Background: an optimization exercise with open tools, aiming at small area. Do not read the settings as production practice. The RTL was checked by simulation tests, not by an equivalence proof against the original design. Power and IR drop assume default switching activity.

run R:
Design sys_mult, start of the top module:
module sys_mult (
    input  [31:0]  a_in,
    input  [31:0]  b_in,
    input          clk,
    input          rst,
    output [255:0] c_out);
reg [3:0] cnt;
always @(posedge clk or posedge rst) begin
    if (rst)
        cnt <= 4'd0;
    else if (cnt != 4'd11)
        cnt <= cnt + 4'd1;
end
reg hi_pass, lo_pass, sh, act, e1, e2;
always @(posedge clk or posedge rst) begin
    if (rst) begin
        hi_pass <= 1'b0;
        lo_pass <= 1'b0;
        sh      <= 1'b1;
        act     <= 1'b0;
        e1      <= 1'b0;
        e2      <= 1'b0;
    end else begin
        hi_pass <= (cnt >= 4'd2) && (cnt <= 4'd5);
        lo_pass <= (cnt >= 4'd6) && (cnt <= 4'd9);
        sh      <= (cnt <= 4'd2) || (cnt == 4'd6);
        act     <= (cnt >= 4'd2) && (cnt <= 4'd9);
        e1      <= (cnt == 4'd0);
        e2      <= (cnt == 4'd1);
    end
end
wire [3:1] kn = {e1 | e2, e2, e1};
wire ld0     = (cnt <= 4'd3);
wire ld1     = (cnt <= 4'd4);
wire ld2     = (cnt <= 4'd5);
reg [7:0] ra0_1, ra0_2, ra0_3, ra0_4;
  ...
Size in the first run: ~2,700 cells after synthesis, ~320 I/O pins, ~30,000 sq um of cells after synthesis.
clock: 6.5 ns
lec_check: 0
cap_margin: 0
core_margin: 2
core_utilization: 65
slew_margin: 0
standard.sh (not shown) runs the stock make flow with config.mk's settings and CLKGATE_MAP_FILE= SYNTH_SCRIPT=/design/flow/synth_recipe.tcl, a recipe that flattens the netlist after the stock synthesis.
==> flow/flow/run.sh <==
#!/bin/bash
# Layout flow: the standard flow (standard.sh) with these changes:
#  - after the standard synthesis, flow/fapol.py re-chooses the polarity of
#    full adders and of gates that have a complementary library cell, to
#    remove inverters (same logic, registers untouched), and the flow goes
#    on from that netlist;
#  - ports are buffered with buf_1 instead of the default buffer cell;
#  - CTS builds the tree from clkbuf_4/clkbuf_8 with sink clusters of up to 16
#    and adds no dummy loads.
# Each tool's output goes to a log file of its own here.
set -euo pipefail
R=orfs/results/sky130hd/sys_mult/base
LIB=$FLOW_HOME/platforms/sky130hd/lib/sky130_fd_sc_hd__tt_025C_1v80.lib
bash standard.sh synth > synth.log 2>&1
cp $R/1_2_yosys.v $R/1_2_yosys_std.v
python3 flow/fapol.py $LIB $R/1_2_yosys_std.v $R/1_2_yosys.v > fapol.log 2>&1
rm -f $R/1_synth.odb $R/1_synth.sdc
bash standard.sh finish \
  BUFFER_PORTS_ARGS="-buffer_cell sky130_fd_sc_hd__buf_1" \
  CTS_ARGS="-sink_clustering_enable -sink_clustering_size 16 -sink_clustering_max_diameter 50 -repair_clock_nets -dont_use_dummy_load -buf_list {sky130_fd_sc_hd__clkbuf_4 sky130_fd_sc_hd__clkbuf_8}" \
  > finish.log 2>&1
Other scripts of this flow, unchanged in this note and not shown: flow/flow/fapol.py
#### Input delta (run H over run R)
--- a/flow/flow/run.sh
+++ b/flow/flow/run.sh
@@ -6,4 +6,7 @@
 #    on from that netlist;
 #  - ports are buffered with buf_1 instead of the default buffer cell;
+#  - the resizer may not use buffers larger than buf_2 (added to the
+#    platform's don't-use list through the environment, which the platform
+#    config appends to);
 #  - CTS builds the tree from clkbuf_4/clkbuf_8 with sink clusters of up to 16
 #    and adds no dummy loads.
@@ -16,4 +19,5 @@
 python3 flow/fapol.py $LIB $R/1_2_yosys_std.v $R/1_2_yosys.v > fapol.log 2>&1
 rm -f $R/1_synth.odb $R/1_synth.sdc
+DONT_USE_CELLS="sky130_fd_sc_hd__buf_4 sky130_fd_sc_hd__buf_6 sky130_fd_sc_hd__buf_8 sky130_fd_sc_hd__buf_12 sky130_fd_sc_hd__buf_16" \
 bash standard.sh finish \
   BUFFER_PORTS_ARGS="-buffer_cell sky130_fd_sc_hd__buf_1" \
--- outcome ---
Run H and run R ended up with nearly the same sequential share of layout area.
Run H vs run R on proportion of layout cells with a drive suffix above 1: run H is the higher one.
Relative to run R, the mean routed wirelength per cell measured on run H has decreased slightly.
Between run R and run H, combined global-route utilization of all metal layers decreased.
In run H the total wire length after detailed routing turned out 0.55% lower than in run R.
Share of the core filled with cells across run H and run R: no real change.
[compare] base=run R new=run H: first-pass GRT wire length shows a reduction of about 0.5%, total length of routed met2 wires shows an increase of 1.6%, pin slew with the least headroom to its limit shows a reduction of 0.24 ns.
Reported for run H and run R, die area turned out identical to the last digit.
Between run H and run R, the difference in leakage power is negligible.

---

Starting RTL as in the previous note.
export LEC_CHECK = 0
export CAP_MARGIN = 0
export CORE_MARGIN = 2
export CORE_UTILIZATION = 65
export SLEW_MARGIN = 0
create_clock -name core_clock -period 6.5 [get_ports {clk}]
==> flow/flow/run.sh <==
#!/bin/bash
# Layout flow: the standard flow (standard.sh) with these changes:
#  - after the standard synthesis, flow/fapol.py re-chooses the polarity of
#    full adders and of gates that have a complementary library cell, to
#    remove inverters (same logic, registers untouched), and the flow goes
#    on from that netlist;
#  - ports are buffered with buf_1 instead of the default buffer cell;
#  - CTS builds the tree from clkbuf_4/clkbuf_8 with larger sink clusters
#    and adds no dummy loads.
# Each tool's output goes to a log file of its own here.
set -euo pipefail
R=orfs/results/sky130hd/sys_mult/base
LIB=$FLOW_HOME/platforms/sky130hd/lib/sky130_fd_sc_hd__tt_025C_1v80.lib
bash standard.sh synth > synth.log 2>&1
cp $R/1_2_yosys.v $R/1_2_yosys_std.v
python3 flow/fapol.py $LIB $R/1_2_yosys_std.v $R/1_2_yosys.v > fapol.log 2>&1
rm -f $R/1_synth.odb $R/1_synth.sdc
bash standard.sh finish \
  BUFFER_PORTS_ARGS="-buffer_cell sky130_fd_sc_hd__buf_1" \
  CTS_ARGS="-sink_clustering_enable -sink_clustering_size 12 -sink_clustering_max_diameter 40 -sink_clustering_buffer sky130_fd_sc_hd__clkbuf_4 -repair_clock_nets -dont_use_dummy_load -buf_list {sky130_fd_sc_hd__clkbuf_4 sky130_fd_sc_hd__clkbuf_8}" \
  > finish.log 2>&1
Other scripts of this flow, unchanged in this note and not shown: flow/flow/fapol.py
Rerun with:
--- a/flow/flow/run.sh
+++ b/flow/flow/run.sh
@@ -20 +20 @@
-  CTS_ARGS="-sink_clustering_enable -sink_clustering_size 12 -sink_clustering_max_diameter 40 -sink_clustering_buffer sky130_fd_sc_hd__clkbuf_4 -repair_clock_nets -dont_use_dummy_load -buf_list {sky130_fd_sc_hd__clkbuf_4 sky130_fd_sc_hd__clkbuf_8}" \
+  CTS_ARGS="-sink_clustering_enable -sink_clustering_size 16 -sink_clustering_max_diameter 50 -repair_clock_nets -dont_use_dummy_load -buf_list {sky130_fd_sc_hd__clkbuf_4 sky130_fd_sc_hd__clkbuf_8}" \
Non-clock buffer count goes up by 5.
Setup slack improves by 0.057 ns.
Wire length goes down by 0.71%.
Core utilization goes up by 0.38 points.

[port drivers added, routing unchanged]
The results above use ideal ports. As a check the final layouts listed here were re-extracted and re-timed, cells and wires unchanged. Step 1: set_driving_cell puts a clkbuf_16 on clk and a buf_2 on each other input, an assumption about the parent block. Step 2 adds t to the input delays and takes it off the output delays; t is the mean of the earliest and latest rising clock arrival at the registers after step 1. Input paths then give back, and output paths get back, about the clock's delay inside the block. Three values: ideal ports, drivers, drivers and shift; two values: the first two.
run | t, ns | setup WS [ns] | worst slew at a driven data input, ns
run R | 0.715 | 0.343 / 0.343 / -0.120 | 0.07
run H | 0.696 | 0.565 / 0.565 / 0.091 | 0.06
the first run of note 2 | 0.678 | 0.322 / 0.322 / -0.098 | 0.07
the second run of note 2 | 0.728 | 0.379 / 0.379 / 0.008 | 0.06
With both steps, setup timing fails in run R and the first run of note 2, where it was met with ideal ports. For run H, which loses most, drivers alone change the setup slack by 0.000 ns; drivers and shift together by -0.474 ns.
